Source: an optimization exercise on an open RTL-to-GDS flow (aim: small area, a short achievable clock period and few clock cycles per item). Production flows keep margins and buffers that such runs may drop.
Only simulation tests tie the RTL to the original design; equivalence was not proved.
Power and IR drop assume default switching activity.

===== design/flow/flow/run.sh =====
#!/bin/bash
# Standard layout, with the port buffers made from the smallest buffer cell
# (repair may still resize them), and timing repair aimed at a 5.3 ns setup
# margin. make's output goes to flow_make.log; each ORFS step writes its own
# log under orfs/logs/.
set -euo pipefail
export BUFFER_PORTS_ARGS="-buffer_cell sky130_fd_sc_hd__buf_1"
bash standard.sh finish SETUP_SLACK_MARGIN=5.3 > flow_make.log 2>&1

===== design/flow/standard.sh =====
#!/bin/bash
# synth_recipe.tcl (not shown) runs the flow's synth.tcl, then flattens the netlist and writes it again
# the make line also repeats each setting of config.mk as NAME=value (left out here)
make -C /OpenROAD-flow-scripts/flow DESIGN_CONFIG=/design/flow/config.mk WORK_HOME=/design/flow/orfs CLKGATE_MAP_FILE= SYNTH_SCRIPT=/design/flow/synth_recipe.tcl "${@:-finish}"

===== design/flow/config.mk =====
export PLATFORM = sky130hd
export DESIGN_NAME = iterativeDivision
export DESIGN_NICKNAME = iterativeDivision
export VERILOG_FILES = /design/flow/design.v
export SDC_FILE = /design/flow/constraint.sdc
export NUM_CORES = 4
export LEC_CHECK = 0
export ABC_AREA = 1
export CAP_MARGIN = 20
export CORE_MARGIN = 2
export CORE_UTILIZATION = 40
export SETUP_SLACK_MARGIN = 5.0
export SLEW_MARGIN = 20

===== design/flow/constraint.sdc =====
create_clock -name core_clock -period 8.0 [get_ports {i_clk}]
set_input_delay 1.6000 -clock core_clock [delete_from_list [all_inputs] [get_ports {i_clk}]]
set_output_delay 1.6000 -clock core_clock [all_outputs]
set_load 0.01 [all_outputs]

===== design/flow/design.v =====
`default_nettype none
module iterativeDivision
  #(parameter int unsigned DATA_W = 32)
  ( input  var logic i_clk
  , input  var logic i_rst  
  , input  var logic [DATA_W-1:0] i_dividend
  , input  var logic [DATA_W-1:0] i_divisor
  , input  var logic i_start  
  , output var logic [DATA_W-1:0] o_quotient
  , output var logic [DATA_W-1:0] o_remainder
  , output var logic o_finish  
  );
  function automatic logic [5:0] clz32(input logic [31:0] x);
    logic [15:0] z1; logic [15:0] c1;       
    logic [7:0]  z2; logic [15:0] c2;       
    logic [3:0]  z3; logic [11:0] c3;       
    logic [1:0]  z4; logic [7:0]  c4;       
    logic        z5; logic [4:0]  c5;
    for (int i = 0; i < 16; i++) begin
      z1[i] = !(x[2*i+1] || x[2*i]);
      c1[i] = !x[2*i+1];
    end
    for (int i = 0; i < 8; i++) begin
      z2[i]         = z1[2*i+1] && z1[2*i];
      c2[2*i+:2]    = z1[2*i+1] ? {1'b1, c1[2*i]} : {1'b0, c1[2*i+1]};
    end
    for (int i = 0; i < 4; i++) begin
      z3[i]         = z2[2*i+1] && z2[2*i];
      c3[3*i+:3]    = z2[2*i+1] ? {1'b1, c2[4*i+:2]} : {1'b0, c2[4*i+2+:2]};
    end
    for (int i = 0; i < 2; i++) begin
      z4[i]         = z3[2*i+1] && z3[2*i];
      c4[4*i+:4]    = z3[2*i+1] ? {1'b1, c3[6*i+:3]} : {1'b0, c3[6*i+3+:3]};
    end
    z5 = z4[1] && z4[0];
    c5 = z4[1] ? {1'b1, c4[3:0]} : {1'b0, c4[7:4]};
    clz32 = {z5, z5 ? 5'd0 : c5};
  endfunction
  logic [5:0] zA_q, zB_q;
  logic       quotZero_q;
  logic [31:0] dividendSeen;
  always_comb begin
    dividendSeen[31] = i_dividend[31];
    for (int i = 30; i >= 0; i--)
      dividendSeen[i] = dividendSeen[i+1] || i_dividend[i];
  end
  always_ff @(posedge i_clk) begin
    zA_q       <= clz32(i_dividend);
    zB_q       <= clz32(i_divisor);
    quotZero_q <= (i_divisor == '0) || ((i_divisor & ~dividendSeen) != '0);
  end
  logic [5:0] shDiff;
  logic [4:0] shAmt;
  logic       quotZero, alignDone;
  always_comb begin
    shDiff   = zB_q - zA_q;  
    shAmt    = shDiff[4:0];
    quotZero = quotZero_q;
    alignDone = (shDiff[5:0] == '0);
  end
  logic       busy_q, align_q, step_q;
  logic [4:0] count_q;
  always_ff @(posedge i_clk)
    if (i_rst) begin
      busy_q  <= '0;
      align_q <= '0;
      step_q  <= '0;
    end else if (i_start) begin
      busy_q  <= '1;
      align_q <= '1;
      step_q  <= '0;
    end else if (align_q) begin
      busy_q  <= !quotZero;
      align_q <= '0;
      step_q  <= !quotZero && !alignDone;
    end else begin
      busy_q  <= busy_q && step_q;
      step_q  <= step_q && (count_q != '0);
    end
  always_ff @(posedge i_clk)
    if (align_q)
      count_q <= shAmt;
    else
      count_q <= count_q - 1'b1;
  always_comb
    o_finish = busy_q && (align_q ? quotZero : !step_q);
  logic [DATA_W-1:0] div_q, rem_q, quo_q, remNext;
  logic              doStep;
  always_comb
    doStep = step_q || (align_q && alignDone && !quotZero);
  logic [DATA_W:0] diff;
  logic            qBit;
  always_comb begin
    diff    = {1'b0, rem_q} - {1'b0, div_q};
    qBit    = !diff[DATA_W];
    remNext = qBit ? diff[DATA_W-1:0] : rem_q;
  end
  always_ff @(posedge i_clk)
    if (i_start)
      div_q <= i_divisor;
    else if (align_q)
      div_q <= div_q << shAmt;
    else
      div_q <= div_q >> 1;
  always_ff @(posedge i_clk)
    if (i_start)
      rem_q <= i_dividend;
    else if (doStep)
      rem_q <= remNext;
  always_ff @(posedge i_clk)
    if (i_start)
      quo_q <= {DATA_W{i_divisor == '0}};
    else if (align_q && !alignDone)
      quo_q <= '0;
    else
      quo_q <= {quo_q[DATA_W-2:0], qBit};
  always_comb begin
    o_quotient  = quo_q;
    o_remainder = rem_q;
  end
endmodule
`resetall

==> notes.md, run 1 <==
- Cell internal power was estimated by the tool at 0.00152 W.
- Counting flops with a built-in enable in the synthesized netlist gives 34.
- The final wirelength is 36500 um.
- Once layout is done, the placed cells without fillers occupy 11400 um2.
- The relative contribution of the clock network to total power is 0.311.
- Entering global routing, the biggest net connects between 70 and 80 pins.
- The final clock period utilization by the worst path is 0.352.
- The commonest non-fill, non-tap cell in the layout is nand2_1.
- The post-synthesis cell type count is 45.
- The worst register-to-register path begins at zB_q[0].
- The area enclosed by the die boundary is 24600 um2.
- The number of antenna violations at the first check in global routing is 1.
- The wire-length estimate of the detail-placed layout is 26900 um.
- The root buffer cell chosen for the clock tree is clkbuf_16.
- The vertical extent of the die is 157 um.
- Setup violations remaining at the end of the flow were counted as 0.
- The TritonCTS clock tree is yes.
- By area the synthesized netlist is led by nand2_1 (22%), dfxtp_1 (18%), edfxtp_1 (11%), nand3_1 (10%), inv_1 (8.2%).
- The static leakage is 5.60 nW.
- The number of port buffers is between 100 and 150.
- STA classifies the critical path startpoint as a flop.
- The worst hold path begins at count_q[0].
- The warning count from the yosys run is 1.
- The slew of the pin with the lowest slew margin is 612 ps.
- The layout filler cell count is between 2000 and 2500.
- The register clock-pin slew on the reported worst setup and hold paths is around 60 ps.
- In the synthesized netlist the dominant register cell turns out to be dfxtp_1.
- The power consumption is 0.00265 W.
- The data arrival time of the worst path is 1210 ps.
- The area of the mapped netlist is between 9000 and 10000 um2.
- The global routing usage summed across all routing layers is 0.286.
- Of the total power, combinational logic draws 0.412.
- The flow ran to the end and the layout has no timing, DRC or antenna violations.
- The min-delay analysis places its worst path in the category flop to flop.
- For this run, design rule violations remaining after detail routing come to 0.
- Leaving out fill and tap cells, the most frequent cells in the layout are nand2_1 (516), inv_1 (191), nand3_1 (186).
- The power density over cell area is around 230 nW/um2.
- The count of final hold-check violations was 0.
- The cell class contributing the biggest share of worst-path delay is flip-flops.
- The starting utilization of the core area is 0.410.
- The synthesized netlist cell count is between 1500 and 2000.
- The largest individual stage delay along the critical path comes from the cell dfxtp_4.
- Measured on the finished design, the core utilization comes to 0.502.
- Clock latency on the worst-skew pair, taken at its later pin, is approximately 440 ps.
- The switching power is ~0.0011 W.
- Adding up every negative setup slack in the final design gives 0 ps.
- Hold is met by approximately 460 ps.
- Of the cells placed in the final design, the portion with a size suffix greater than 1 is 0.108.
- STA classifies the critical path endpoint as an output pin.
- nand2_1 takes more of the synthesized area than any other cell.
- The die extent in x is between 150 and 200 um.
- The signal on the critical path passes through clkinvlp_4 -> nor2_4 -> nor3b_2 -> buf_2.
- The cell area after placement is between 10000 and 15000 um2.
- The number of primary I/O pins is around 130.
- The required time of the worst setup path is between 6000 and 7000 ps.
- The first TritonRoute pass finished after 6 iterations.
- In this run the number of H-tree levels came out at 4.
- The share of synthesized area in the top cell type comes to 0.218.
- Clock tree synthesis found a total of 117 sinks.
- The highest net fanout along the worst path is 4.
- The number of nets in the synthesized netlist is 1660.
- The synthesized area per cell is around 6.0 um2.
- The final setup skew is ~17 ps.
- The row count is 55.
- The mean number of vias per cell is 5.37.
- The clock passes through at most 2 buffers.
- In this design, the stage delay of the slowest critical-path cell is about 380 ps.
- The share of flip-flops with an asynchronous set or reset after synthesis is 0.
- The headroom to the max-slew limit is 0.590.
- The footprint of the multi-input gates is around 6000 um2.
- The DRC violation total after the first TritonRoute iteration is 1175.
- The worst path buffer plus inverter count is 2.
- The number of vias after detailed routing is between 10000 and 15000.
- Setup repair after global routing could not meet its margin everywhere.
- The max-slew violation count was 0.
- For this run the aggregate overflow at the end of global routing stands at 0.
- The shortest period the worst path allows is ~2800 ps.
- After the last flow step, the layout net total stands at between 1500 and 2000.
- From synthesis to final layout, the design area changed by 22.6%.
- Routability-driven placement finished with a final weighted congestion of 1.05.
- Across the run, the number of max-cap violations was 0.
- Of the total power, registers draw 0.277.
- The top achievable clock speed is between 0.3 and 0.4 GHz.
- TritonCTS created 17 clock buffers.
- The switching part of the total is 0.427.
- The synthesized flop and latch total is ~120.
- The first global-routing pass estimated 53400 um of wire.
- The critical path is of the flop to output pin type.
- The number of routed nets with antenna violations is 0.
- The critical path starts at align_q.
- Registers take 2690 um2.
- The maximum resistive drop on vdd is roughly 150 uV.
- The mean routed wirelength per cell is 18.0 um.
- The via count of the first global-routing pass is 9610.
- For this run, the register share of the synthesized area comes to 0.288.
- The core region area is 22800 um2.
-- worst register-to-register path, stage by stage, from the launching register on --
cell     delay [ps]
dfxtp_1         300
inv_1            50
ha_1            150
inv_2            60
fa_2            410
xor2_2          160
buf_6           210
nor3_4          160
nand2_2         110
nor2_4          160
nand3_1         110
nand2_2         180
nand2_8         150
nand2_8         180
-- power by group through the flow --
stage | clock [W] | sequential (W) | combinational [W]
6_report | 0.000825 | 0.000736 | 0.00109
3_5_place_dp | 0 | 0.000748 | 0.000981
5_1_grt | 0.000854 | 0.000741 | 0.00121
2_1_floorplan | 0 | 0.000742 | 0.000711
3_3_place_gp | 0 | 0.000748 | 0.000979
4_1_cts | 0.000823 | 0.000734 | 0.00102
-- cell type report --
type                       instances  share of cell area
clock inverter                    15              0.0160
sequential                       117               0.235
multi-input combinational       1177               0.526
timing repair buffer             175              0.0810
clock buffer                      17              0.0372
timing repair inverter             3             0.00175
antenna                            1            0.000219
inverter                         207              0.0692
tap                              313              0.0342
-- repair_timing --
action / 4_1_cts / 5_1_grt
pin swaps: 5 / 26
setup endpoints to repair: 106 / 103
cloned: 6 / 3
gates resized for setup: 38 / 85
hold buffers: 0 / 0
setup buffers: 11 / 25
-- metrics by stage --
step	setup WS, ps	cells
final	5190	2025
after global routing	5130	2024
after CTS	5160	1996
after detailed placement	4330	1947
after global placement	4410	1947
after floorplan	5300	1552
-- cells in the mapped netlist, types with 2 or more instances --
| cell | count |
|---|---|
| a211oi_1 | 2 |
| a21oi_1 | 86 |
| a22oi_1 | 13 |
| buf_1 | 7 |
| buf_2 | 18 |
| buf_4 | 4 |
| buf_6 | 4 |
| clkbuf_1 | 23 |
| dfxtp_1 | 83 |
| edfxtp_1 | 34 |
| fa_1 | 2 |
| ha_1 | 39 |
| inv_1 | 203 |
| inv_2 | 3 |
| nand2_1 | 542 |
| nand2_2 | 5 |
| nand3_1 | 191 |
| nand3b_1 | 3 |
| nand4_1 | 10 |
| nor2_1 | 95 |
| nor2_2 | 6 |
| nor3_1 | 16 |
| nor3_2 | 2 |
| nor3b_1 | 2 |
| nor4_1 | 2 |
| o211ai_1 | 9 |
| o21ai_0 | 107 |
| o21ai_1 | 4 |
| o21bai_1 | 5 |
| o31ai_1 | 3 |
| or2_2 | 13 |
| xnor2_1 | 2 |
| xor2_1 | 2 |
-- logic make-up after synthesis --
group	synth area share
xor+xnor	0.00550
fa+ha+maj	0.0566
simple gates	0.400
compound gates	0.137
buf+inv	0.113
flops	0.288
-- path summary, 6_finish.rpt --
check | end | slack [ps] | cells after the start
worst max-delay path | o_finish | 5190 | 4
worst min-delay path | count_q[0] | 460 | 1
worst max register to register | rem_q[25] | 5310 | 13
worst min register to register | count_q[0] | 460 | 1
-- state kept, by name (all words and copies together) (netlist names), 5 cells and up --
name / cells
rem_q: 32
zA_q: 6
zB_q: 6
count_q: 5
quo_q: 32
div_q: 32
-- layer usage --
layer | routed length, um | global-route usage
met1 | 16300 | 0.397
met5 | 0 | 0
met3 | 3470 | 0.0695
met4 | 1170 | 0.0948
met2 | 15500 | 0.434
Testbench counts, summed over its fixed seeds: cycles 22,318, items 3,200.
==> run 2: changes to the inputs <==
==> design/flow/flow/run.sh (replaced) <==
#!/bin/bash
# Standard layout, with the port buffers made from the smallest buffer cell
# (repair may still resize them), and timing repair aimed at a 5.6 ns setup
# margin. make's output goes to flow_make.log; each ORFS step writes its own
# log under orfs/logs/.
set -euo pipefail
export BUFFER_PORTS_ARGS="-buffer_cell sky130_fd_sc_hd__buf_1"
bash standard.sh finish SETUP_SLACK_MARGIN=5.6 > flow_make.log 2>&1
==> notes.md, run 2 <==
- The area of the mapped netlist is 9330 um2 (unchanged).
- The adder-cell share of the synthesized area is 0.0566 (unchanged).
- The cell area after placement came to 10200 um2 (was 10000 um2).
- The residual overflow from global routing is 0 (unchanged).
- The mean routed wirelength per cell is 19.9 um (was 18.0 um).
- The synthesized flop and latch total is 117 (unchanged).
- The switching power is 0.00130 W (was 0.00113 W).
- The DRC violation total after the first TritonRoute iteration is 1359 (was 1175).
- The register area share after synthesis is 0.288 (unchanged).
- The number of antenna diodes is 0 (was 1).
- The register clock-pin slew on the reported worst setup and hold paths is 70 ps (was 60 ps).
- The number of port buffers came to 131 (unchanged).
- The clock latency on the worst-skew pair is 430 ps (was 440 ps).
- The number of iterations in the first detailed-routing pass was 6 (unchanged).
- The number of levels in the clock H-tree is 4 (unchanged).
- Outcome: finished clean (unchanged).
- The number of hold buffers added after cts is 0 (unchanged).
- The simple logic cell fraction of the synthesized area was 0.400 (unchanged).
- The number of antenna violations at the first check in global routing is 0 (was 1).
- The cell type with the largest total area after synthesis was nand2_1 (unchanged).
- The compound-cell area share of the yosys netlist is 0.137 (unchanged).
- The number of CTS-inserted buffers is 17 (unchanged).
- The headroom to the max-slew limit was 0.598 (was 0.590).
- The commonest non-fill, non-tap cell in the layout is nand2_1 (unchanged).
- The cell with the most instances after synthesis is nand2_1 (unchanged).
- The number of remaining DRC errors is 0 (unchanged).
- The data arrival time of the worst path was 1210 ps (about the same).
- The global-route wire length before repair came to 59500 um (was 53400 um).
- The pin count of the biggest net entering global routing is 92 (was 78).
- The final wirelength is 42000 um (was 36500 um).
- The class of the tightest hold or removal check is flop to flop (unchanged).
- The shortest period the worst path allows is 2810 ps (about the same).
- The via count of the first global-routing pass is 10600 (was 9610).
- The post-synthesis cell type count is 45 (unchanged).
- The relative contribution of sequential cells to total power came to 0.253 (was 0.277).
- The core region area is 22800 um2 (unchanged).
- The number of nets produced by synthesis is 1660 (unchanged).
- The final weighted congestion of routability-driven global placement is 0.986 (was 1.05).
- The xor and xnor fraction of the mapped netlist area was 0.00550 (unchanged).
- The relative area change from synthesis to final layout is 49.8% (was 22.6%).
- The number of buffers on the longest clock path came to 2 (unchanged).
- The layout filler cell count is 2090 (was 2408).
- The final count of negative-setup-slack endpoints is 0 (unchanged).
- The number of clock sinks seen by CTS was 117 (unchanged).
- The max-slew violation count is 0 (unchanged).
- The power density over cell area came to 208 nW/um2 (was 232 nW/um2).
- The area share of the largest cell type after synthesis is 0.218 (unchanged).
- The layout net count came to 1897 (was 1806).
- The vertical extent of the die came to 157 um (unchanged).
- The synthesized netlist cell count is 1552 (unchanged).
- The worst hold slack across all endpoints came to 452 ps (was 457 ps).
- The total of max-cap violations is 0 (unchanged).
- The static leakage is 6.71 nW (was 5.60 nW).
- The post-detailed-placement half-perimeter wirelength is 27600 um (was 26900 um).
- The relative contribution of the clock network to total power came to 0.268 (was 0.311).
- The total negative slack for setup checks came to 0 ps (unchanged).
- The highest net fanout along the worst path is 4 (unchanged).
- The proportion of layout cells with a drive suffix above 1 is 0.332 (was 0.108).
- The starting utilization of the core area is 0.410 (unchanged).
- The mean number of vias per cell is 5.58 (was 5.37).
- The synthesized area per cell came to 6.01 um2 (unchanged).
- RSZ-0062 raised after global routing: yes (unchanged).
- The area enclosed by the die boundary was 24600 um2 (unchanged).
- Most frequent cells in the layout: nand2_1 (441), inv_1 (179), nand3_1 (143) (was nand2_1 (516), inv_1 (191), nand3_1 (186)).
- The slew of the pin with the lowest slew margin came to 597 ps (was 612 ps).
- The master cell of the clock root buffer is clkbuf_16 (unchanged).
- The proportion of synthesized area in mux cells was 0 (unchanged).
- The share of flip-flops with an asynchronous set or reset after synthesis was 0 (unchanged).
- The top achievable clock speed is 0.355 GHz (about the same).
- The row count is 55 (unchanged).
- The final clock period utilization by the worst path was 0.352 (about the same).
- The largest family of logic cells by synthesized area was simple AND/OR/NAND/NOR gates (unchanged).
- The prevailing post-synth register cell is dfxtp_1 (unchanged).
- The number of vias after detailed routing is 11800 (was 10900).
- Main area contributors after synthesis: nand2_1 (22%), dfxtp_1 (18%), edfxtp_1 (11%), nand3_1 (10%), inv_1 (8.2%) (unchanged).
- The TritonCTS clock tree was yes (unchanged).
- The number of primary I/O pins is 132 (unchanged).
- The die extent in x is 157 um (unchanged).
- The number of routed nets with antenna violations was 0 (unchanged).
- The kind of end point of the critical path is an output pin (unchanged).
- The kind of start point of the critical path is a flop (unchanged).
- The warning count from the yosys run is 1 (unchanged).
- The required time of the worst setup path was 6400 ps (about the same).
- The worst setup path category was flop to output pin (unchanged).
- The combinational cell fraction of total power is 0.479 (was 0.412).
- Regs by FF count: div_q (32), quo_q (32), rem_q (32) (unchanged).
- The post-layout instance area is 14000 um2 (was 11400 um2).
- The global routing usage summed across all routing layers is 0.322 (was 0.286).
- The count of flip-flops with a built-in enable after synthesis is 34 (unchanged).
- The switching part of the total is 0.446 (was 0.427).
- The final setup skew is 14.2 ps (was 17.3 ps).
- Most common library cells after synthesis: nand2_1 (542), inv_1 (203), nand3_1 (191) (unchanged).
- The maximum resistive drop on vdd is 152 uV (was 151 uV).
- The count of final hold-check violations is 0 (unchanged).
- The internal power of the cells came to 0.00161 W (was 0.00152 W).
[run 2: cell counts after synthesis]
Identical to the previous run, type by type.
[run 2: area by class of cell]
class,instances,area [um2],area share
Multi-Input combinational cell,1180,7120,0.509
Sequential cell,117,2730,0.195
Timing Repair Buffer,262,2220,0.159
Inverter,207,905,0.0647
Clock buffer,17,425,0.0304
Tap cell,313,392,0.0280
Clock inverter,15,153,0.0109
Timing Repair inverter,4,35.0,0.00251
[run 2: metrics by stage]
step | cells | total power [W] | util | worst slack, ps
5_1_grt | 2115 | 0.00306 | 0.614 | 5120
3_5_place_dp | 1945 | 0.00174 | 0.449 | 4650
2_1_floorplan | 1552 | 0.00147 | - | 5390
6_report | 2115 | 0.00291 | 0.614 | 5190
4_1_cts | 2067 | 0.00268 | 0.553 | 5170
3_3_place_gp | 1945 | 0.00174 | 0.449 | 4630
[run 2: timing repair]
action / in CTS / in global routing
setup endpoints to repair: 204 / 194
cloned: 12 / 4
buffers inserted: 78 / 44
gates resized for setup: 292 / 309
pin swaps: 85 / 95
[run 2: critical path: stages (launching register included)]
cell and delay, ps:
dfxtp_4 430, nor2_4 50, nor3b_2 160, buf_2 140
[run 2: logic make-up after synthesis]
| logic type | Yosys count |
|---|---|
| AO/OA/AOI/OAI | 236 |
| XOR/XNOR | 5 |
| adder cells (fa/ha/maj) | 41 |
| buffers and inverters | 263 |
| flip-flops | 117 |
| AND/OR/NAND/NOR | 890 |
[run 2: power groups by stage]
| stage | logic (W) | clock network, W | registers, W |
|---|---|---|---|
| 2_1_floorplan | 0.000728 | 0 | 0.000742 |
| 3_3_place_gp | 0.000994 | 0 | 0.000748 |
| 3_5_place_dp | 0.000994 | 0 | 0.000749 |
| 4_1_cts | 0.00116 | 0.000781 | 0.000732 |
| 5_1_grt | 0.00151 | 0.000809 | 0.000739 |
| 6_report | 0.00139 | 0.000780 | 0.000735 |
[run 2: per-layer routing]
layer,global-route usage,wire [um],vias to the layer above
li1,-,-,5537
met1,0.420,16800,5369
met2,0.496,18500,742
met3,0.0834,4480,147
met4,0.149,2190,0
met5,0,0,-
[run 2: path summary, 6_finish.rpt]
check / from / endpoint / slack (ps) / depth (start not counted)
worst min-delay path: count_q[0] / count_q[0] / 450 / 1
worst min register to register: count_q[0] / count_q[0] / 450 / 1
worst max register to register: zB_q[0] / rem_q[14] / 5240 / 13
worst max-delay path: align_q / o_finish / 5190 / 3
==> run 3: changes to the inputs <==
==> design/flow/flow/run.sh (replaced) <==
#!/bin/bash
# Standard layout, with the port buffers made from the smallest buffer cell
# (repair may still resize them), and timing repair aimed at a 5.15 ns setup
# margin. make's output goes to flow_make.log; each ORFS step writes its own
# log under orfs/logs/.
set -euo pipefail
export BUFFER_PORTS_ARGS="-buffer_cell sky130_fd_sc_hd__buf_1"
bash standard.sh finish SETUP_SLACK_MARGIN=5.15 > flow_make.log 2>&1
==> notes.md, run 3 <==
- The power density over cell area was 237 nW/um2 (was 208 nW/um2).
- The number of iterations in the first detailed-routing pass is 6 (unchanged).
- The final setup skew was 14.9 ps (was 14.2 ps).
- The number of clock sinks seen by CTS is 117 (unchanged).
- The post-detailed-placement half-perimeter wirelength was 26500 um (was 27600 um).
- The number of port buffers is 131 (unchanged).
- The commonest non-fill, non-tap cell in the layout is nand2_1 (unchanged).
- The number of remaining DRC errors is 0 (unchanged).
- The number of levels in the clock H-tree is 4 (unchanged).
- The clock latency on the worst-skew pair is 430 ps (about the same).
- The mean number of vias per cell was 5.32 (was 5.58).
- The count of final hold-check violations was 0 (unchanged).
- The pin count of the biggest net entering global routing came to 79 (was 92).
- The share of flip-flops with an asynchronous set or reset after synthesis is 0 (unchanged).
- The number of cells on the worst reg-to-reg path was 13 (unchanged).
- The number of vias after detailed routing is 10600 (was 11800).
- The residual overflow from global routing is 0 (unchanged).
- The cell with the most instances after synthesis is nand2_1 (unchanged).
- The relative area change from synthesis to final layout is 18.5% (was 49.8%).
- The number of nets produced by synthesis is 1660 (unchanged).
- The via count of the first global-routing pass is 9587 (was 10600).
- Regs by FF count: div_q (32), quo_q (32), rem_q (32) (unchanged).
- The area share of the largest cell type after synthesis is 0.218 (unchanged).
- The final clock period utilization by the worst path was 0.356 (was 0.352).
- The static leakage is 5.43 nW (was 6.71 nW).
- The proportion of layout cells with a drive suffix above 1 was 0.0717 (was 0.332).
- The post-synthesis cell type count came to 45 (unchanged).
- The warning count from the yosys run is 1 (unchanged).
- The shortest period the worst path allows is 2850 ps (was 2810 ps).
- The kind of end point of the critical path is an output pin (unchanged).
- The synthesized netlist cell count is 1552 (unchanged).
- The die extent in x was 157 um (unchanged).
- The number of hold buffers added after cts is 0 (unchanged).
- The layout net count is 1783 (was 1897).
- The mean routed wirelength per cell came to 17.6 um (was 19.9 um).
- The area taken by flip-flops and latches is 2690 um2 (was 2730 um2).
- The synthesized flop and latch total is 117 (unchanged).
- The final weighted congestion of routability-driven global placement is 0.969 (was 0.986).
- The row count is 55 (unchanged).
- The DRC violation total after the first TritonRoute iteration was 1172 (was 1359).
- The area of the mapped netlist is 9330 um2 (unchanged).
- The prevailing post-synth register cell is dfxtp_1 (unchanged).
- The final wirelength is 35100 um (was 42000 um).
- Main area contributors after synthesis: nand2_1 (22%), dfxtp_1 (18%), edfxtp_1 (11%), nand3_1 (10%), inv_1 (8.2%) (unchanged).
- The number of antenna violations at the first check in global routing is 1 (was 0).
- The master cell of the clock root buffer is clkbuf_16 (unchanged).
- The slew of the pin with the lowest slew margin is 641 ps (was 597 ps).
- The kind of start point of the critical path is a flop (unchanged).
- The required time of the worst setup path is 6400 ps (about the same).
- Most frequent cells in the layout: nand2_1 (534), inv_1 (200), nand3_1 (187) (was nand2_1 (441), inv_1 (179), nand3_1 (143)).
- The vertical extent of the die is 157 um (unchanged).
- The count of flip-flops with a built-in enable after synthesis was 34 (unchanged).
- The terminus of the critical flop-to-flop path is rem_q[29] (was rem_q[14]).
- The top achievable clock speed is 0.351 GHz (was 0.355 GHz).
- The worst setup path category is flop to output pin (unchanged).
- The cell type with the largest total area after synthesis is nand2_1 (unchanged).
- The final count of negative-setup-slack endpoints was 0 (unchanged).
- The global-route wire length before repair is 52900 um (was 59500 um).
- The synthesized area per cell came to 6.01 um2 (unchanged).
- The layout filler cell count was 2478 (was 2090).
- The highest net fanout along the worst path is 4 (unchanged).
- Most common library cells after synthesis: nand2_1 (542), inv_1 (203), nand3_1 (191) (unchanged).
- The maximum resistive drop on vdd is 146 uV (was 152 uV).
- The number of primary I/O pins is 132 (unchanged).
- The worst setup path startpoint is align_q (unchanged).
- The footprint of the multi-input gates was 5820 um2 (was 7120 um2).
- The number of CTS-inserted buffers is 17 (unchanged).
- The headroom to the max-slew limit is 0.568 (was 0.598).
- Outcome: finished clean (unchanged).
- The max-slew violation count came to 0 (unchanged).
- The data arrival time of the worst path came to 1250 ps (was 1210 ps).
- The area enclosed by the die boundary is 24600 um2 (unchanged).
- The register area share after synthesis came to 0.288 (unchanged).
- The starting utilization of the core area is 0.410 (unchanged).
- The TritonCTS clock tree is yes (unchanged).
- RSZ-0062 raised after global routing: yes (unchanged).
- The termination of the worst setup path was o_finish (unchanged).
- The worst reg-to-reg setup slack is 5280 ps (was 5240 ps).
- The core region area is 22800 um2 (unchanged).
- The startpoint of the most critical register-to-register path is rem_q[0] (was zB_q[0]).
- The register clock-pin slew on the reported worst setup and hold paths is 60 ps (was 70 ps).
- The total negative slack for setup checks is 0 ps (unchanged).
- The total of max-cap violations is 0 (unchanged).
- The global routing usage summed across all routing layers is 0.283 (was 0.322).
- The utilization of the core after routing is 0.485 (was 0.614).
- The number of routed nets with antenna violations is 0 (unchanged).
- The number of buffers on the longest clock path is 2 (unchanged).
- The class of the tightest hold or removal check is flop to flop (unchanged).
## run 3: cell counts after synthesis
No cell type changed its count.
## run 3: worst min path at each step
stage	from	end	slack [ps]	depth (start not counted)
2_1_floorplan	count_q[0]	count_q[0]	430	1
3_3_place_gp	count_q[0]	count_q[0]	450	1
6_report	count_q[0]	count_q[0]	450	1
4_1_cts	count_q[0]	count_q[0]	460	1
3_5_place_dp	count_q[0]	count_q[0]	450	1
5_1_grt	quo_q[22]	quo_q[23]	470	2
## run 3: timing repair
| action | in CTS | in global routing |
|---|---|---|
| setup buffers | 6 | 9 |
| resized for setup | 22 | 40 |
| cloned | 6 | 1 |
| pin swaps | 1 | 7 |
| setup endpoints to repair | 128 | 115 |
## run 3: layer usage
metal | share of wire | wire length, um | vias up | global-route usage
met5 | 0 | 0 | - | 0
met4 | 0.029 | 1010 | 0 | 0.107
li1 | - | - | 5301 | -
met1 | 0.45 | 15900 | 4801 | 0.392
met2 | 0.42 | 14900 | 491 | 0.422
met3 | 0.095 | 3330 | 53 | 0.0720
## run 3: layout make-up
type	count	area share
clock buffers	17	0.0385
repair buffers	154	0.0652
well taps	313	0.0354
repair inverters	3	0.00181
flip-flops and latches	117	0.243
inverters	207	0.0726
diodes	1	0.000226
clock inverters	15	0.0172
multi-input cells	1175	0.526
## run 3: kinds of logic (layout without fill, tap and decap cells)
group / after synthesis / in the layout / synth area share
adders and majority gates: 41 / 41 / 0.0566
other: 0 / 1 / 0
DFF: 117 / 117 / 0.288
xor gates and xnor gates: 5 / 5 / 0.00550
buffers and inverters: 263 / 396 / 0.113
and+or+nand+nor: 890 / 893 / 0.400
AOI/OAI and AO/OA: 236 / 236 / 0.137
## run 3: where the power goes
| group | internal (W) | switching, W |
|---|---|---|
| combinational | 0.000342 | 0.000714 |
| clock | 0.000498 | 0.000331 |
| sequential | 0.000688 | 0.0000461 |
| total | 0.00153 | 0.00109 |
## run 3: per-stage QoR
step	hold WS [ps]	worst slack (ps)	power, W	cells	cell area, um2
after floorplan	427	5160	0.00145	1552	9350
after global placement	447	3760	0.00172	1947	10000
after detailed placement	449	3760	0.00172	1947	10000
after CTS	455	5090	0.00257	1991	10800
after global routing	473	5090	0.00278	2001	11100
final	452	5150	0.00262	2002	11100
## run 3: critical path, cell delays in order, from the launching register on
cell	delay [ps]
dfxtp_4	370
clkinvlp_4	120
nor2_4	140
nor3b_2	60
buf_2	140
==> run 4: changes to the inputs <==
--- a/design/flow/config.mk
+++ b/design/flow/config.mk
@@ -9,5 +9,7 @@
 export CAP_MARGIN = 20
 export CORE_MARGIN = 2
 export CORE_UTILIZATION = 40
+export CTS_BUF_LIST = sky130_fd_sc_hd__clkbuf_8
+export CTS_CLUSTER_SIZE = 12
 export SETUP_SLACK_MARGIN = 5.0
 export SLEW_MARGIN = 20
==> notes.md, run 4 <==
- Outcome: finished clean (unchanged).
- The prevailing post-synth register cell is dfxtp_1 (unchanged).
- The xor and xnor fraction of the mapped netlist area is 0.00550 (unchanged).
- The switching part of the total is 0.440 (was 0.417).
- The number of buffers on the longest clock path is 2 (unchanged).
- The cell area after placement is 10000 um2 (unchanged).
- Most frequent cells in the layout: nand2_1 (534), inv_1 (200), nand3_1 (190) (was nand2_1 (534), inv_1 (200), nand3_1 (187)).
- The area enclosed by the die boundary is 24600 um2 (unchanged).
- The TritonCTS clock tree is yes (unchanged).
- The synthesized flop and latch total was 117 (unchanged).
- The final count of negative-setup-slack endpoints is 0 (unchanged).
- The proportion of synthesized area in mux cells is 0 (unchanged).
- The layout filler cell count is 2520 (was 2478).
- The relative contribution of sequential cells to total power came to 0.307 (was 0.280).
- The launch instance of the worst min-delay path is count_q[0] (unchanged).
- The global routing usage summed across all routing layers is 0.280 (was 0.283).
- The top achievable clock speed came to 0.348 GHz (was 0.351 GHz).
- The number of vias after detailed routing is 10600 (about the same).
- The pin count of the biggest net entering global routing was 79 (unchanged).
- The number of antenna violations at the first check in global routing came to 1 (unchanged).
- The footprint of the multi-input gates is 5740 um2 (was 5820 um2).
- The routed wire length on met3 is 2940 um (was 3330 um).
- The total negative slack for setup checks came to 0 ps (unchanged).
- The core region area came to 22800 um2 (unchanged).
- The headroom to the max-slew limit was 0.562 (was 0.568).
- The number of levels in the clock H-tree was 4 (unchanged).
- The die extent in x is 157 um (unchanged).
- The mean routed wirelength per cell is 17.2 um (was 17.6 um).
- The number of iterations in the first detailed-routing pass is 5 (was 6).
- The simple logic cell fraction of the synthesized area is 0.400 (unchanged).
- The max-slew violation count is 0 (unchanged).
- The power consumption came to 0.00239 W (was 0.00262 W).
- The area share of the largest cell type after synthesis is 0.218 (unchanged).
- The data arrival time of the worst path is 1270 ps (was 1250 ps).
- The final clock period utilization by the worst path is 0.359 (was 0.356).
- The number of clock sinks seen by CTS was 117 (unchanged).
- The kind of start point of the critical path was a flop (unchanged).
- The largest family of logic cells by synthesized area is simple AND/OR/NAND/NOR gates (unchanged).
- The relative area change from synthesis to final layout is 15.5% (was 18.5%).
- The cell with the most instances after synthesis is nand2_1 (unchanged).
- The kind of end point of the critical path is an output pin (unchanged).
- RSZ-0062 raised after global routing: yes (unchanged).
- The slew of the pin with the lowest slew margin is 654 ps (was 641 ps).
- The number of remaining DRC errors was 0 (unchanged).
- The switching power came to 0.00105 W (was 0.00109 W).
- The required time of the worst setup path is 6400 ps (about the same).
- The DRC violation total after the first TritonRoute iteration is 1101 (was 1172).
- The utilization of the core after routing was 0.473 (was 0.485).
- The synthesized area per cell is 6.01 um2 (unchanged).
- The internal power of the cells is 0.00134 W (was 0.00153 W).
- The relative contribution of the clock network to total power is 0.260 (was 0.317).
- The class of the tightest hold or removal check is flop to flop (unchanged).
- The worst reg-to-reg setup slack is 5250 ps (was 5280 ps).
- The highest net fanout along the worst path came to 4 (unchanged).
- The count of flip-flops with a built-in enable after synthesis came to 34 (unchanged).
- The worst-case setup margin in the final layout was 5130 ps (was 5150 ps).
- The share of flip-flops with an asynchronous set or reset after synthesis is 0 (unchanged).
- The row count is 55 (unchanged).
- The synthesized netlist cell count was 1552 (unchanged).
- Critical path cell sequence: clkinvlp_4 -> nor2_4 -> nor3b_2 -> buf_2 (unchanged).
- The wire length on met1 came to 15800 um (was 15900 um).
- The final wirelength is 34300 um (was 35100 um).
- The post-detailed-placement half-perimeter wirelength is 26500 um (unchanged).
- The worst setup path startpoint is align_q (unchanged).
- The maximum resistive drop on vdd was 125 uV (was 146 uV).
- The count of final hold-check violations is 0 (unchanged).
- The number of routed nets with antenna violations is 0 (unchanged).
- The vertical extent of the die is 157 um (unchanged).
- The routed wire length on met2 came to 14700 um (was 14900 um).
- The final setup skew is 18.7 ps (was 14.9 ps).
- The number of nets produced by synthesis came to 1660 (unchanged).
- The largest stage delay on the critical path is 380 ps (was 370 ps).
- The global-route wire length before repair is 52600 um (was 52900 um).
- The master cell of the clock root buffer was clkbuf_8 (was clkbuf_16).
- The layout net count is 1778 (was 1783).
- The worst path buffer plus inverter count came to 2 (unchanged).
- The shortest period the worst path allows is 2870 ps (was 2850 ps).
- The post-synthesis cell type count is 45 (unchanged).
- The number of antenna diodes is 0 (was 1).
- The static leakage is 5.32 nW (was 5.43 nW).
- The worst setup slack after placement is 3760 ps (unchanged).
- The residual overflow from global routing is 0 (unchanged).
- The total of max-cap violations came to 0 (unchanged).
- The warning count from the yosys run was 1 (unchanged).
- The area of the mapped netlist was 9330 um2 (unchanged).
- The highest metal layer with signal wires is met5 (was met4).
- Regs by FF count: div_q (32), quo_q (32), rem_q (32) (unchanged).
- The register area share after synthesis is 0.288 (unchanged).
- The commonest non-fill, non-tap cell in the layout is nand2_1 (unchanged).
- The combinational cell fraction of total power is 0.433 (was 0.403).
- The number of port buffers is 131 (unchanged).
- The post-layout instance area came to 10800 um2 (was 11100 um2).
- The starting utilization of the core area is 0.410 (unchanged).
- The via count of the first global-routing pass is 9522 (was 9587).
- The area taken by flip-flops and latches is 2690 um2 (unchanged).
- The clock latency on the worst-skew pair came to 460 ps (was 430 ps).
- The register clock-pin slew on the reported worst setup and hold paths came to 80 ps (was 60 ps).
- The compound-cell area share of the yosys netlist came to 0.137 (unchanged).
- The adder-cell share of the synthesized area is 0.0566 (unchanged).
- The proportion of layout cells with a drive suffix above 1 is 0.0665 (was 0.0717).
- The cell type with the largest total area after synthesis is nand2_1 (unchanged).
- The slowest cell on the critical path is dfxtp_4 (unchanged).
- The cell class contributing the biggest share of worst-path delay is flip-flops (unchanged).
- The mean number of vias per cell came to 5.29 (was 5.32).
- The startpoint of the most critical register-to-register path was rem_q[0] (unchanged).
- The final weighted congestion of routability-driven global placement is 0.969 (unchanged).
- The worst setup path category was flop to output pin (unchanged).
- The number of CTS-inserted buffers is 17 (unchanged).
- Main area contributors after synthesis: nand2_1 (22%), dfxtp_1 (18%), edfxtp_1 (11%), nand3_1 (10%), inv_1 (8.2%) (unchanged).
- The power density over cell area was 222 nW/um2 (was 237 nW/um2).
- Most common library cells after synthesis: nand2_1 (542), inv_1 (203), nand3_1 (191) (unchanged).
- The number of primary I/O pins was 132 (unchanged).
[run 4: cell count changes in the layout (fill, tap and decap cells not counted), sizes merged]
cell	delta
buf	-2
nand2	-2
clkbuf	-1
diode	-1
[run 4: final cells by class]
class / instances / share of cell area
multi-input cells: 1173 / 0.533
flip-flops and latches: 117 / 0.249
inverters: 207 / 0.0746
repair buffers: 151 / 0.0655
well taps: 313 / 0.0363
clock buffers: 17 / 0.0217
clock inverters: 15 / 0.0177
repair inverters: 3 / 0.00186
[run 4: cells by family after synthesis]
logic type / count (synthesis)
simple gates: 890
buf+inv: 263
compound gates: 236
flops: 117
fa+ha+maj: 41
xor+xnor: 5
[run 4: power by group through the flow]
stage          combinational (W)  clock, W  sequential [W]
2_1_floorplan           0.000710         0        0.000742
3_3_place_gp            0.000970         0        0.000746
3_5_place_dp            0.000974         0        0.000747
4_1_cts                  0.00100  0.000625        0.000732
5_1_grt                  0.00117  0.000652        0.000739
6_report                 0.00104  0.000621        0.000733
[run 4: routing by layer]
layer	GRT usage	vias up
li1	-	5279
met1	0.390	4766
met2	0.433	468
met3	0.0593	46
met4	0.0852	2
met5	0	-
[run 4: repair_timing]
item                       in CTS  in global routing
cloned                          4                  0
pin swaps                       1                  3
setup buffers                   7                  6
hold buffers                    0                  0
setup endpoints to repair     128                 97
resized for setup              22                 30
[run 4: path summary, 6_finish.rpt]
path	endpoint	depth (start not counted)
setup reg to reg	rem_q[29]	14
hold reg to reg	count_q[0]	1
hold / removal	count_q[0]	1
setup / recovery	o_finish	4
[run 4: metrics by stage]
| step | cells | hold slack [ps] |
|---|---|---|
| final | 1996 | 454 |
| after CTS | 1990 | 459 |
| after global placement | 1947 | 447 |
| after detailed placement | 1947 | 449 |
| after global routing | 1996 | 470 |
| after floorplan | 1552 | 427 |
==> run 5: changes to the inputs <==
--- a/design/flow/design.v
+++ b/design/flow/design.v
@@ -58,24 +58,24 @@
     quotZero = quotZero_q;
     alignDone = (shDiff[5:0] == '0);
   end
-  logic       busy_q, align_q, step_q;
+  logic       align_q, step_q, done_q;
   logic [4:0] count_q;
   always_ff @(posedge i_clk)
     if (i_rst) begin
-      busy_q  <= '0;
       align_q <= '0;
       step_q  <= '0;
+      done_q  <= '0;
     end else if (i_start) begin
-      busy_q  <= '1;
       align_q <= '1;
       step_q  <= '0;
+      done_q  <= '0;
     end else if (align_q) begin
-      busy_q  <= !quotZero;
       align_q <= '0;
       step_q  <= !quotZero && !alignDone;
+      done_q  <= !quotZero && alignDone;
     end else begin
-      busy_q  <= busy_q && step_q;
       step_q  <= step_q && (count_q != '0);
+      done_q  <= step_q && (count_q == '0);
     end
   always_ff @(posedge i_clk)
     if (align_q)
@@ -83,7 +83,7 @@
     else
       count_q <= count_q - 1'b1;
   always_comb
-    o_finish = busy_q && (align_q ? quotZero : !step_q);
+    o_finish = done_q || (align_q && quotZero);
   logic [DATA_W-1:0] div_q, rem_q, quo_q, remNext;
   logic              doStep;
   always_comb
==> notes.md, run 5 <==
- Outcome: finished clean (unchanged).
- The mean number of vias per cell came to 5.46 (was 5.29).
- The final weighted congestion of routability-driven global placement is 0.966 (was 0.969).
- The clock latency on the worst-skew pair was 470 ps (was 460 ps).
- The compound-cell area share of the yosys netlist is 0.165 (was 0.137).
- The pin count of the biggest net entering global routing is 72 (was 79).
- The worst setup path category is flop to output pin (unchanged).
- The via count of the first global-routing pass is 9003 (was 9522).
- The final wirelength came to 34300 um (about the same).
- The proportion of synthesized area in mux cells is 0.0145 (was 0).
- The count of flip-flops with a built-in enable after synthesis came to 34 (unchanged).
- The final setup skew is 15.8 ps (was 18.7 ps).
- The relative area change from synthesis to final layout came to 17.0% (was 15.5%).
- The worst-case setup margin in the final layout is 5190 ps (was 5130 ps).
- The combinational cell fraction of total power is 0.447 (was 0.433).
- The number of levels in the clock H-tree is 4 (unchanged).
- The number of CTS-inserted buffers is 17 (unchanged).
- The vertical extent of the die is 154 um (was 157 um).
- The global routing usage summed across all routing layers came to 0.280 (about the same).
- The met2 routing resource usage after global routing is 0.416 (was 0.433).
- The area share of the largest cell type after synthesis is 0.185 (was 0.218).
- The number of iterations in the first detailed-routing pass is 6 (was 5).
- The worst setup slack after placement was 3730 ps (was 3760 ps).
- The launch instance of the worst min-delay path is count_q[0] (unchanged).
- The core region area is 21900 um2 (was 22800 um2).
- The master cell of the clock root buffer is clkbuf_8 (unchanged).
- The post-detailed-placement half-perimeter wirelength is 26000 um (was 26500 um).
- The switching part of the total is 0.444 (was 0.440).
- The shortest period the worst path allows is 2810 ps (was 2870 ps).
- The register clock-pin slew on the reported worst setup and hold paths is 90 ps (was 80 ps).
- The maximum resistive drop on vdd is 115 uV (was 125 uV).
- The residual overflow from global routing is 0 (unchanged).
- The xor and xnor fraction of the mapped netlist area is 0.00656 (was 0.00550).
- The share of flip-flops with an asynchronous set or reset after synthesis is 0 (unchanged).
- The termination of the worst setup path was o_finish (unchanged).
- The power density over cell area is 222 nW/um2 (about the same).
- The worst setup path startpoint is align_q (unchanged).
- The register area share after synthesis is 0.299 (was 0.288).
- The slew of the pin with the lowest slew margin came to 670 ps (was 654 ps).
- The most congested layer reported by global routing is met2 (unchanged).
- The synthesized netlist cell count is 1421 (was 1552).
- The top achievable clock speed is 0.356 GHz (was 0.348 GHz).
- The number of buffers on the longest clock path is 2 (unchanged).
- The number of remaining DRC errors was 0 (unchanged).
- The area of the mapped netlist is 8960 um2 (was 9330 um2).
- The die extent in x is 154 um (was 157 um).
- The startpoint of the most critical register-to-register path is zB_q[0] (was rem_q[0]).
- The commonest non-fill, non-tap cell in the layout is nand2_1 (unchanged).
- The area enclosed by the die boundary is 23600 um2 (was 24600 um2).
- The highest net fanout along the worst path is 3 (was 4).
- The class of the tightest hold or removal check was flop to flop (unchanged).
- The mean routed wirelength per cell came to 18.6 um (was 17.2 um).
- The cell type with the largest total area after synthesis is dfxtp_1 (was nand2_1).
- Most common library cells after synthesis: nand2_1 (424), inv_1 (172), nand3_1 (162) (was nand2_1 (542), inv_1 (203), nand3_1 (191)).
- The headroom to the max-slew limit is 0.547 (was 0.562).
- The synthesized flop and latch total is 117 (unchanged).
- The number of routed nets with antenna violations was 0 (unchanged).
- The max-slew violation count was 0 (unchanged).
- Main area contributors after synthesis: dfxtp_1 (19%), nand2_1 (18%), edfxtp_1 (11%), nand3_1 (9.0%), inv_1 (7.2%) (was nand2_1 (22%), dfxtp_1 (18%), edfxtp_1 (11%), nand3_1 (10%), inv_1 (8.2%)).
- The count of final hold-check violations came to 0 (unchanged).
- The utilization of the core after routing was 0.479 (was 0.473).
- The switching power is 0.00104 W (was 0.00105 W).
- The prevailing post-synth register cell is dfxtp_1 (unchanged).
- The terminus of the critical flop-to-flop path is div_q[30] (was rem_q[29]).
- The final count of negative-setup-slack endpoints is 0 (unchanged).
- Most frequent cells in the layout: nand2_1 (417), inv_1 (168), nand3_1 (158) (was nand2_1 (534), inv_1 (200), nand3_1 (190)).
- The number of vias after detailed routing is 10100 (was 10600).
- The number of primary I/O pins is 132 (unchanged).
- The relative contribution of sequential cells to total power is 0.311 (was 0.307).
- The internal power of the cells is 0.00130 W (was 0.00134 W).
- The number of antenna violations at the first check in global routing is 0 (was 1).
- The number of clock sinks seen by CTS is 117 (unchanged).
- The starting utilization of the core area is 0.409 (was 0.410).
- The total of max-cap violations is 0 (unchanged).
- The relative contribution of the clock network to total power is 0.241 (was 0.260).
- The largest family of logic cells by synthesized area was simple AND/OR/NAND/NOR gates (unchanged).
- The static leakage was 4.86 nW (was 5.32 nW).
- The global-route met1 utilization is 0.404 (was 0.390).
- The simple logic cell fraction of the synthesized area is 0.353 (was 0.400).
- The required time of the worst setup path is 6400 ps (about the same).
- The TritonCTS clock tree is yes (unchanged).
- The global-route wire length before repair came to 51400 um (was 52600 um).
- The met3 capacity usage during global routing is 0.0578 (was 0.0593).
- The DRC violation total after the first TritonRoute iteration is 969 (was 1101).
- The total negative slack for setup checks is 0 ps (unchanged).
- RSZ-0062 raised after global routing: yes (unchanged).
- The adder-cell share of the synthesized area came to 0.0589 (was 0.0566).
- Regs by FF count: div_q (32), quo_q (32), rem_q (32) (unchanged).
- The worst reg-to-reg setup slack is 5250 ps (about the same).
- The final clock period utilization by the worst path is 0.351 (was 0.359).
- The cell with the most instances after synthesis is nand2_1 (unchanged).
- The row count is 54 (was 55).
- The layout net count was 1658 (was 1778).
- The warning count from the yosys run is 1 (unchanged).
- The number of port buffers is 131 (unchanged).
- The synthesized area per cell was 6.31 um2 (was 6.01 um2).
- The proportion of layout cells with a drive suffix above 1 is 0.0774 (was 0.0665).
- The kind of start point of the critical path is a flop (unchanged).
- The number of antenna diodes was 0 (unchanged).
- The kind of end point of the critical path is an output pin (unchanged).
- The post-synthesis cell type count is 45 (unchanged).
- The number of cells on the worst reg-to-reg path is 15 (was 14).
- The data arrival time of the worst path came to 1210 ps (was 1270 ps).
- The number of nets produced by synthesis is 1529 (was 1660).
## run 5: power groups by stage
stage,Sequential (W),Clock (W),Combinational (W)
global route,0.000732,0.000592,0.00116
detailed placement,0.000739,0,0.000942
finish,0.000725,0.000563,0.00104
global placement,0.000738,0,0.000941
floorplan,0.000740,0,0.000676
CTS,0.000726,0.000566,0.000976
## run 5: worst min path at each step
stage / endpoint / slack (ps) / cells past startpoint
4_1_cts: count_q[0] / 470 / 1
5_1_grt: quo_q[8] / 490 / 2
2_1_floorplan: count_q[0] / 430 / 1
3_3_place_gp: count_q[0] / 440 / 1
6_report: count_q[0] / 460 / 1
3_5_place_dp: count_q[0] / 450 / 1
## run 5: per-stage QoR
step	std cells	power, W	hold slack (ps)	area, um2
finish	1843	0.00233	463	10500
global route	1843	0.00248	488	10500
floorplan	1421	0.00142	427	8980
detailed placement	1784	0.00168	449	9610
CTS	1828	0.00227	470	10200
global placement	1784	0.00168	444	9610
## run 5: kinds of logic after synthesis
family / count (synthesis)
AO/OA/AOI/OAI: 266
XOR/XNOR: 5
adder cells (fa/ha/maj): 41
buffers and inverters: 228
flip-flops: 117
multiplexers: 13
AND/OR/NAND/NOR: 751
## run 5: timing repair
action	CTS	global route
gates cloned	5	3
buffers inserted	7	12
endpoints found under the setup margin	139	84
gates resized for setup	32	31
hold buffers	0	0
pin swaps	3	8
## run 5: area by class of cell
| class | instances | area [um2] |
|---|---|---|
| sequential | 117 | 2690 |
| clock inverter | 14 | 138 |
| timing repair inverter | 3 | 21.3 |
| clock buffer | 18 | 248 |
| fill | 2335 | 11400 |
| tap | 280 | 350 |
| inverter | 173 | 689 |
| multi-input combinational | 1079 | 5550 |
| timing repair buffer | 159 | 806 |
## run 5: per-layer routing
layer	vias up	share of wire
met1	4570	0.46
met4	0	0.032
met2	460	0.42
met5	-	0
li1	4972	-
met3	55	0.090
## run 5: critical path: stages (launching register included)
cell and delay [ps]:
dfxtp_4 370, clkinvlp_4 100, o21bai_1 130, buf_2 140
Testbench counts of run 5, summed over its fixed seeds: cycles 22,318, items 3,200.
==> run 6: changes to the inputs <==
--- a/design/flow/config.mk
+++ b/design/flow/config.mk
@@ -8,7 +8,7 @@
 export ABC_AREA = 1
 export CAP_MARGIN = 20
 export CORE_MARGIN = 2
-export CORE_UTILIZATION = 40
+export CORE_UTILIZATION = 45
 export CTS_BUF_LIST = sky130_fd_sc_hd__clkbuf_8
 export CTS_CLUSTER_SIZE = 12
 export SETUP_SLACK_MARGIN = 5.0
==> notes.md, run 6 <==
- The mean routed wirelength per cell is 19.0 um (was 18.6 um).
- Most frequent cells in the layout: nand2_1 (418), inv_1 (168), nand3_1 (159) (was nand2_1 (417), inv_1 (168), nand3_1 (158)).
- The post-detailed-placement half-perimeter wirelength is 26100 um (was 26000 um).
- The number of remaining DRC errors was 0 (unchanged).
- The prevailing post-synth register cell was dfxtp_1 (unchanged).
- The layout net count is 1653 (was 1658).
- The data arrival time of the worst path was 1210 ps (about the same).
- The launch instance of the worst min-delay path is quo_q[10] (was count_q[0]).
- The worst reg-to-reg setup slack is 5280 ps (was 5250 ps).
- The number of nets produced by synthesis is 1529 (unchanged).
- Most common library cells after synthesis: nand2_1 (424), inv_1 (172), nand3_1 (162) (unchanged).
- The kind of end point of the critical path is an output pin (unchanged).
- The number of cells on the worst hold path came to 2 (was 1).
- The final weighted congestion of routability-driven global placement is 0.945 (was 0.966).
- The static leakage came to 4.81 nW (was 4.86 nW).
- The number of routed nets with antenna violations was 0 (unchanged).
- The total of max-cap violations is 0 (unchanged).
- The clock latency on the worst-skew pair is 470 ps (about the same).
- The starting utilization of the core area is 0.459 (was 0.409).
- The startpoint of the most critical register-to-register path is zB_q[0] (unchanged).
- Regs by FF count: div_q (32), quo_q (32), rem_q (32) (unchanged).
- The final setup skew is 18.4 ps (was 15.8 ps).
- The shortest period the worst path allows is 2810 ps (about the same).
- The number of port buffers was 131 (unchanged).
- The layout filler cell count is 2124 (was 2335).
- The number of antenna violations at the first check in global routing is 1 (was 0).
- The final wirelength was 34700 um (was 34300 um).
- The kind of start point of the critical path is a flop (unchanged).
- The wire length on met1 is 15500 um (was 15800 um).
- The routed wire length on met2 was 14500 um (was 14300 um).
- The number of levels in the clock H-tree came to 4 (unchanged).
- The routed wire length on met3 is 3280 um (was 3080 um).
- The area share of the largest cell type after synthesis is 0.185 (unchanged).
- The number of buffers on the longest clock path is 2 (unchanged).
- The final count of negative-setup-slack endpoints came to 0 (unchanged).
- The cell with the most instances after synthesis is nand2_1 (unchanged).
- The vertical extent of the die is 145 um (was 154 um).
- The number of iterations in the first detailed-routing pass was 6 (unchanged).
- The pin count of the biggest net entering global routing is 64 (was 72).
- The global routing usage summed across all routing layers was 0.321 (was 0.280).
- The largest stage delay on the critical path is 360 ps (was 370 ps).
- The worst hold slack across all endpoints is 467 ps (was 463 ps).
- The area of the mapped netlist is 8960 um2 (unchanged).
- The sink of the worst hold path is quo_q[11] (was count_q[0]).
- The highest net fanout along the worst path is 2 (was 3).
- Main area contributors after synthesis: dfxtp_1 (19%), nand2_1 (18%), edfxtp_1 (11%), nand3_1 (9.0%), inv_1 (7.2%) (unchanged).
- The core region area came to 19500 um2 (was 21900 um2).
- The warning count from the yosys run is 1 (unchanged).
- The die extent in x was 145 um (was 154 um).
- The slowest cell on the critical path is dfxtp_4 (unchanged).
- The count of final hold-check violations is 0 (unchanged).
- The register clock-pin slew on the reported worst setup and hold paths is 90 ps (about the same).
- The terminus of the critical flop-to-flop path is rem_q[30] (was div_q[30]).
- The headroom to the max-slew limit was 0.507 (was 0.547).
- The row count is 51 (was 54).
- The share of flip-flops with an asynchronous set or reset after synthesis was 0 (unchanged).
- The number of antenna diodes is 0 (unchanged).
- The commonest non-fill, non-tap cell in the layout was nand2_1 (unchanged).
- The cell type with the largest total area after synthesis was dfxtp_1 (unchanged).
- The class of the tightest hold or removal check is flop to flop (unchanged).
- The relative area change from synthesis to final layout is 15.7% (was 17.0%).
- Critical path cell sequence: clkinvlp_4 -> o21bai_1 -> buf_2 (unchanged).
- The area enclosed by the die boundary is 21100 um2 (was 23600 um2).
- The master cell of the clock root buffer was clkbuf_8 (unchanged).
- The post-synthesis cell type count is 45 (unchanged).
- The number of cells on the worst reg-to-reg path is 13 (was 15).
- Outcome: finished clean (unchanged).
- The proportion of layout cells with a drive suffix above 1 was 0.0725 (was 0.0774).
- The synthesized area per cell is 6.31 um2 (unchanged).
- The top achievable clock speed is 0.355 GHz (was 0.356 GHz).
- The synthesized netlist cell count is 1421 (unchanged).
- RSZ-0062 raised after global routing: yes (unchanged).
- The power density over cell area is 223 nW/um2 (was 222 nW/um2).
- The TritonCTS clock tree is yes (unchanged).
- The number of primary I/O pins is 132 (unchanged).
- The max-slew violation count is 0 (unchanged).
- The synthesized flop and latch total was 117 (unchanged).
- The register area share after synthesis came to 0.299 (unchanged).
- The worst setup path category is flop to output pin (unchanged).
- The total negative slack for setup checks is 0 ps (unchanged).
- The maximum resistive drop on vdd is 98.5 uV (was 115 uV).
- The slew of the pin with the lowest slew margin is 732 ps (was 670 ps).
- The residual overflow from global routing is 0 (unchanged).
- The via count of the first global-routing pass was 9148 (was 9003).
- The number of CTS-inserted buffers was 17 (unchanged).
- The number of clock sinks seen by CTS is 117 (unchanged).
- The DRC violation total after the first TritonRoute iteration was 1233 (was 969).
- The highest metal layer with signal wires is met5 (was met4).
- The global-route wire length before repair is 52200 um (was 51400 um).
- The number of vias after detailed routing is 10200 (was 10100).
- The final clock period utilization by the worst path was 0.352 (was 0.351).
- The mean number of vias per cell was 5.58 (was 5.46).
- The count of flip-flops with a built-in enable after synthesis came to 34 (unchanged).
- The required time of the worst setup path was 6400 ps (about the same).
run 6: what timing repair did:
action	in CTS	in global routing
cloned	6	3
endpoints found under the setup margin	131	111
hold buffers	0	0
pin swaps	2	9
buffers inserted	5	8
hold endpoints to repair	0	0
gates resized for setup	27	32
run 6: critical path: cells and delay by family (launching register included):
kind | cells | cell delay [ps]
compound gates | 1 | 130
buf+inv | 2 | 250
flops | 1 | 360
run 6: final cells by class:
cell class	count	area, um2	share of cell area
Clock inverter	15	145	0.0140
Sequential cell	117	2690	0.259
Clock buffer	17	234	0.0226
Timing Repair Buffer	152	708	0.0683
Timing Repair inverter	4	26.3	0.00254
Multi-Input combinational cell	1080	5560	0.536
Inverter	173	674	0.0651
Tap cell	265	332	0.0320
run 6: layer usage:
layer,vias to the layer above,track usage
li1,4966,-
met1,4579,0.460
met2,554,0.474
met3,73,0.0588
met4,2,0.134
met5,-,0
run 6: where the power goes:
group          total [W]  switching [W]  internal [W]  leakage (nW)
registers       0.000727      0.0000429      0.000685          1.02
clock network   0.000561       0.000308      0.000254         0.193
logic            0.00102       0.000691      0.000333          3.59
run 6: logic make-up (layout without fill, tap and decap cells):
logic type | count (synthesis) | after routing | synth area share
buf+inv | 228 | 361 | 0.102
xor+xnor | 5 | 5 | 0.00656
simple gates | 751 | 755 | 0.353
fa+ha+maj | 41 | 41 | 0.0589
mux | 13 | 13 | 0.0145
compound gates | 266 | 266 | 0.165
flops | 117 | 117 | 0.299
run 6: how the worst max path moves through the flow:
stage	startpoint	end	slack [ps]	depth (start not counted)
after floorplan	i_start	rem_q[0]	5210	5
after global placement	i_start	rem_q[10]	4320	5
after detailed placement	i_divisor[23]	quo_q[31]	4260	8
after CTS	rem_q[0]	rem_q[21]	5150	14
after global routing	align_q	o_finish	5110	3
final	align_q	o_finish	5190	3
run 6: stage by stage:
step                area (um2)  utilization  total power, W  setup WS, ps  cells
detailed placement        9590        0.491         0.00168          4260   1769
finish                   10400        0.531         0.00231          5190   1823
global route             10400        0.531         0.00247          5110   1823
CTS                      10200        0.521         0.00226          5150   1812
global placement          9590        0.491         0.00168          4320   1769
floorplan                 8980            -         0.00142          5210   1421
==> run 7: changes to the inputs <==
==> design/flow/flow/run.sh (replaced) <==
#!/bin/bash
# Standard layout, with the port buffers made from the smallest buffer cell
# (repair may still resize them), and timing repair aimed at a 5.1 ns setup
# margin. make's output goes to flow_make.log; each ORFS step writes its own
# log under orfs/logs/.
set -euo pipefail
export BUFFER_PORTS_ARGS="-buffer_cell sky130_fd_sc_hd__buf_1"
bash standard.sh finish SETUP_SLACK_MARGIN=5.1 > flow_make.log 2>&1
--- a/design/flow/config.mk
+++ b/design/flow/config.mk
@@ -8,7 +8,7 @@
 export ABC_AREA = 1
 export CAP_MARGIN = 20
 export CORE_MARGIN = 2
-export CORE_UTILIZATION = 45
+export CORE_UTILIZATION = 40
 export CTS_BUF_LIST = sky130_fd_sc_hd__clkbuf_8
 export CTS_CLUSTER_SIZE = 12
 export SETUP_SLACK_MARGIN = 5.0
==> notes.md, run 7 <==
- The number of CTS-inserted buffers is 17 (unchanged).
- The starting utilization of the core area is 0.409 (was 0.459).
- The area enclosed by the die boundary is 23600 um2 (was 21100 um2).
- The number of placed instances, taps included is 1783 (was 1769).
- The proportion of synthesized area in mux cells is 0.0145 (unchanged).
- The row count was 54 (was 51).
- The synthesized flop and latch total was 117 (unchanged).
- Critical path cell sequence: inv_1 -> o21bai_1 -> buf_2 (was clkinvlp_4 -> o21bai_1 -> buf_2).
- The worst path buffer plus inverter count is 2 (unchanged).
- The relative area change from synthesis to final layout is 15.2% (was 15.7%).
- The required time of the worst setup path is 6400 ps (about the same).
- The headroom to the max-slew limit was 0.563 (was 0.507).
- The final setup skew is 10.3 ps (was 18.4 ps).
- The largest family of logic cells by synthesized area is simple AND/OR/NAND/NOR gates (unchanged).
- The number of antenna diodes is 0 (unchanged).
- The synthesized area per cell was 6.31 um2 (unchanged).
- The cell class contributing the biggest share of worst-path delay is flip-flops (unchanged).
- The final weighted congestion of routability-driven global placement is 0.957 (was 0.945).
- The data arrival time of the worst path was 1210 ps (about the same).
- The adder-cell share of the synthesized area came to 0.0589 (unchanged).
- The total negative slack for setup checks was 0 ps (unchanged).
- The slowest cell on the critical path is dfxtp_1 (was dfxtp_4).
- The final wirelength is 33600 um (was 34700 um).
- The number of remaining DRC errors is 0 (unchanged).
- The number of clock sinks seen by CTS came to 117 (unchanged).
- The number of antenna violations at the first check in global routing is 0 (was 1).
- The worst hold slack across all endpoints is 472 ps (was 467 ps).
- The final count of negative-setup-slack endpoints is 0 (unchanged).
- The utilization of the core after routing is 0.472 (was 0.531).
- The layout net count is 1645 (was 1653).
- The cell type with the largest total area after synthesis is dfxtp_1 (unchanged).
- The number of levels in the clock H-tree is 4 (unchanged).
- Most frequent cells in the layout: nand2_1 (419), inv_1 (168), nand3_1 (160) (was nand2_1 (418), inv_1 (168), nand3_1 (159)).
- The post-synthesis cell type count was 45 (unchanged).
- The proportion of layout cells with a drive suffix above 1 is 0.0626 (was 0.0725).
- The count of flip-flops with a built-in enable after synthesis was 34 (unchanged).
- The compound-cell area share of the yosys netlist came to 0.165 (unchanged).
- The cell with the most instances after synthesis was nand2_1 (unchanged).
- RSZ-0062 raised after global routing: yes (unchanged).
- The commonest non-fill, non-tap cell in the layout is nand2_1 (unchanged).
- The number of nets produced by synthesis is 1529 (unchanged).
- The shortest period the worst path allows is 2810 ps (about the same).
- The clock latency on the worst-skew pair is 450 ps (was 470 ps).
- Outcome: finished clean (unchanged).
- The mean routed wirelength per cell is 18.4 um (was 19.0 um).
- The class of the tightest hold or removal check was flop to flop (unchanged).
- The warning count from the yosys run is 1 (unchanged).
- The maximum resistive drop on vdd is 109 uV (was 98.5 uV).
- The worst setup path category is flop to output pin (unchanged).
- The global-route wire length before repair came to 50000 um (was 52200 um).
- Main area contributors after synthesis: dfxtp_1 (19%), nand2_1 (18%), edfxtp_1 (11%), nand3_1 (9.0%), inv_1 (7.2%) (unchanged).
- The core region area came to 21900 um2 (was 19500 um2).
- The post-layout instance count excluding filler cells came to 1830 (was 1823).
- The final clock period utilization by the worst path is 0.352 (about the same).
- The register area share after synthesis is 0.299 (unchanged).
- The static leakage is 4.78 nW (was 4.81 nW).
- The number of primary I/O pins is 132 (unchanged).
- The DRC violation total after the first TritonRoute iteration was 961 (was 1233).
- The pin count of the biggest net entering global routing is 63 (was 64).
- The mean number of vias per cell is 5.49 (was 5.58).
- The kind of end point of the critical path is an output pin (unchanged).
- The area of the mapped netlist is 8960 um2 (unchanged).
- The slew of the pin with the lowest slew margin was 649 ps (was 732 ps).
- The register clock-pin slew on the reported worst setup and hold paths is 80 ps (was 90 ps).
- The kind of start point of the critical path is a flop (unchanged).
- The top achievable clock speed came to 0.356 GHz (was 0.355 GHz).
- The number of vias after detailed routing was 10000 (was 10200).
- The synthesized netlist cell count is 1421 (unchanged).
- The max-slew violation count is 0 (unchanged).
- Regs by FF count: div_q (32), quo_q (32), rem_q (32) (unchanged).
- The total of max-cap violations is 0 (unchanged).
- The post-layout instance area came to 10300 um2 (was 10400 um2).
- The highest net fanout along the worst path is 2 (unchanged).
- The power density over cell area is 226 nW/um2 (was 223 nW/um2).
- The die extent in x was 154 um (was 145 um).
- The number of routed nets with antenna violations is 0 (unchanged).
- The vertical extent of the die is 154 um (was 145 um).
- The number of buffers on the longest clock path is 2 (unchanged).
- The residual overflow from global routing came to 0 (unchanged).
- The share of flip-flops with an asynchronous set or reset after synthesis is 0 (unchanged).
- The master cell of the clock root buffer is clkbuf_8 (unchanged).
- The global routing usage summed across all routing layers is 0.273 (was 0.321).
- The xor and xnor fraction of the mapped netlist area came to 0.00656 (unchanged).
- The number of iterations in the first detailed-routing pass is 5 (was 6).
- The simple logic cell fraction of the synthesized area came to 0.353 (unchanged).
- The via count of the first global-routing pass is 8945 (was 9148).
- The count of final hold-check violations is 0 (unchanged).
- The number of port buffers is 131 (unchanged).
- The post-detailed-placement half-perimeter wirelength is 25600 um (was 26100 um).
- The cell area after placement was 9590 um2 (about the same).
- Most common library cells after synthesis: nand2_1 (424), inv_1 (172), nand3_1 (162) (unchanged).
- The TritonCTS clock tree is yes (unchanged).
- The area share of the largest cell type after synthesis was 0.185 (unchanged).
- The largest stage delay on the critical path was 410 ps (was 360 ps).
- The prevailing post-synth register cell was dfxtp_1 (unchanged).
run 7: cell counts after synthesis:
Identical to the previous run, type by type.
run 7: worst register-to-register path: stages, from the launching register on:
cell	delay [ps]
dfxtp_1	330
ha_1	150
inv_1	70
fa_1	540
buf_12	210
clkinvlp_4	110
buf_6	160
nand2_1	70
o21ai_0	90
o21ai_0	290
nand2_1	130
nand3_1	190
o21ai_1	90
nand2_1	60
nand3_1	60
run 7: final cells by class:
type / instances / area [um2]
inverters: 173 / 686
repair buffers: 145 / 633
clock inverters: 14 / 175
flip-flops and latches: 117 / 2690
fillers: 2329 / 11600
repair inverters: 4 / 26.3
multi-input cells: 1079 / 5520
clock buffers: 18 / 248
well taps: 280 / 350
run 7: through the flow:
stage / total power (W) / setup slack (ps)
final: 0.00233 / 5190
after global routing: 0.00248 / 5090
after CTS: 0.00229 / 5110
after detailed placement: 0.00168 / 3530
after global placement: 0.00167 / 3570
after floorplan: 0.00142 / 5130
run 7: power by group:
group | leakage, nW | total, W | internal (W) | switching, W
registers | 1.02 | 0.000727 | 0.000685 | 0.0000424
clock network | 0.210 | 0.000604 | 0.000320 | 0.000284
logic | 3.55 | 0.00100 | 0.000321 | 0.000680
total | 4.78 | 0.00233 | 0.00133 | 0.00101
run 7: what timing repair did:
item,4_1_cts,5_1_grt
pin swaps,1,5
cloned,4,3
gates resized for setup,26,23
hold buffers,0,0
buffers inserted,4,4
setup endpoints to repair,137,93
run 7: per-layer routing:
metal / track usage / part of all wire / vias to the layer above / routed length (um)
met5: 0 / 0 / - / 0
met4: 0.0992 / 0.031 / 0 / 1060
met3: 0.0513 / 0.089 / 50 / 2990
met2: 0.409 / 0.42 / 477 / 14100
met1: 0.392 / 0.46 / 4580 / 15500
li1: - / - / 4941 / -
run 7: cells by family after synthesis:
logic type                 count (synthesis)
and+or+nand+nor                          751
AOI/OAI and AO/OA                        266
buffers and inverters                    228
DFF                                      117
adders and majority gates                 41
muxes                                     13
xor gates and xnor gates                   5
run 7: final timing paths:
check              from        end  slack (ps)  depth (start not counted)
max          quotZero_q   o_finish        5190                          3
min           quo_q[22]  quo_q[23]         470                          2
max reg2reg     zA_q[0]  div_q[30]        5220                         14
min reg2reg   quo_q[22]  quo_q[23]         470                          2

Re-timed with assumed drivers on the ports (clkbuf_16 on the clock, buf_2 on other inputs), run 7 has 5.146 ns of setup slack against 5.187 ns with ideal ports, and 4.750 ns once port delays also move by the mid clock arrival of 0.485 ns.
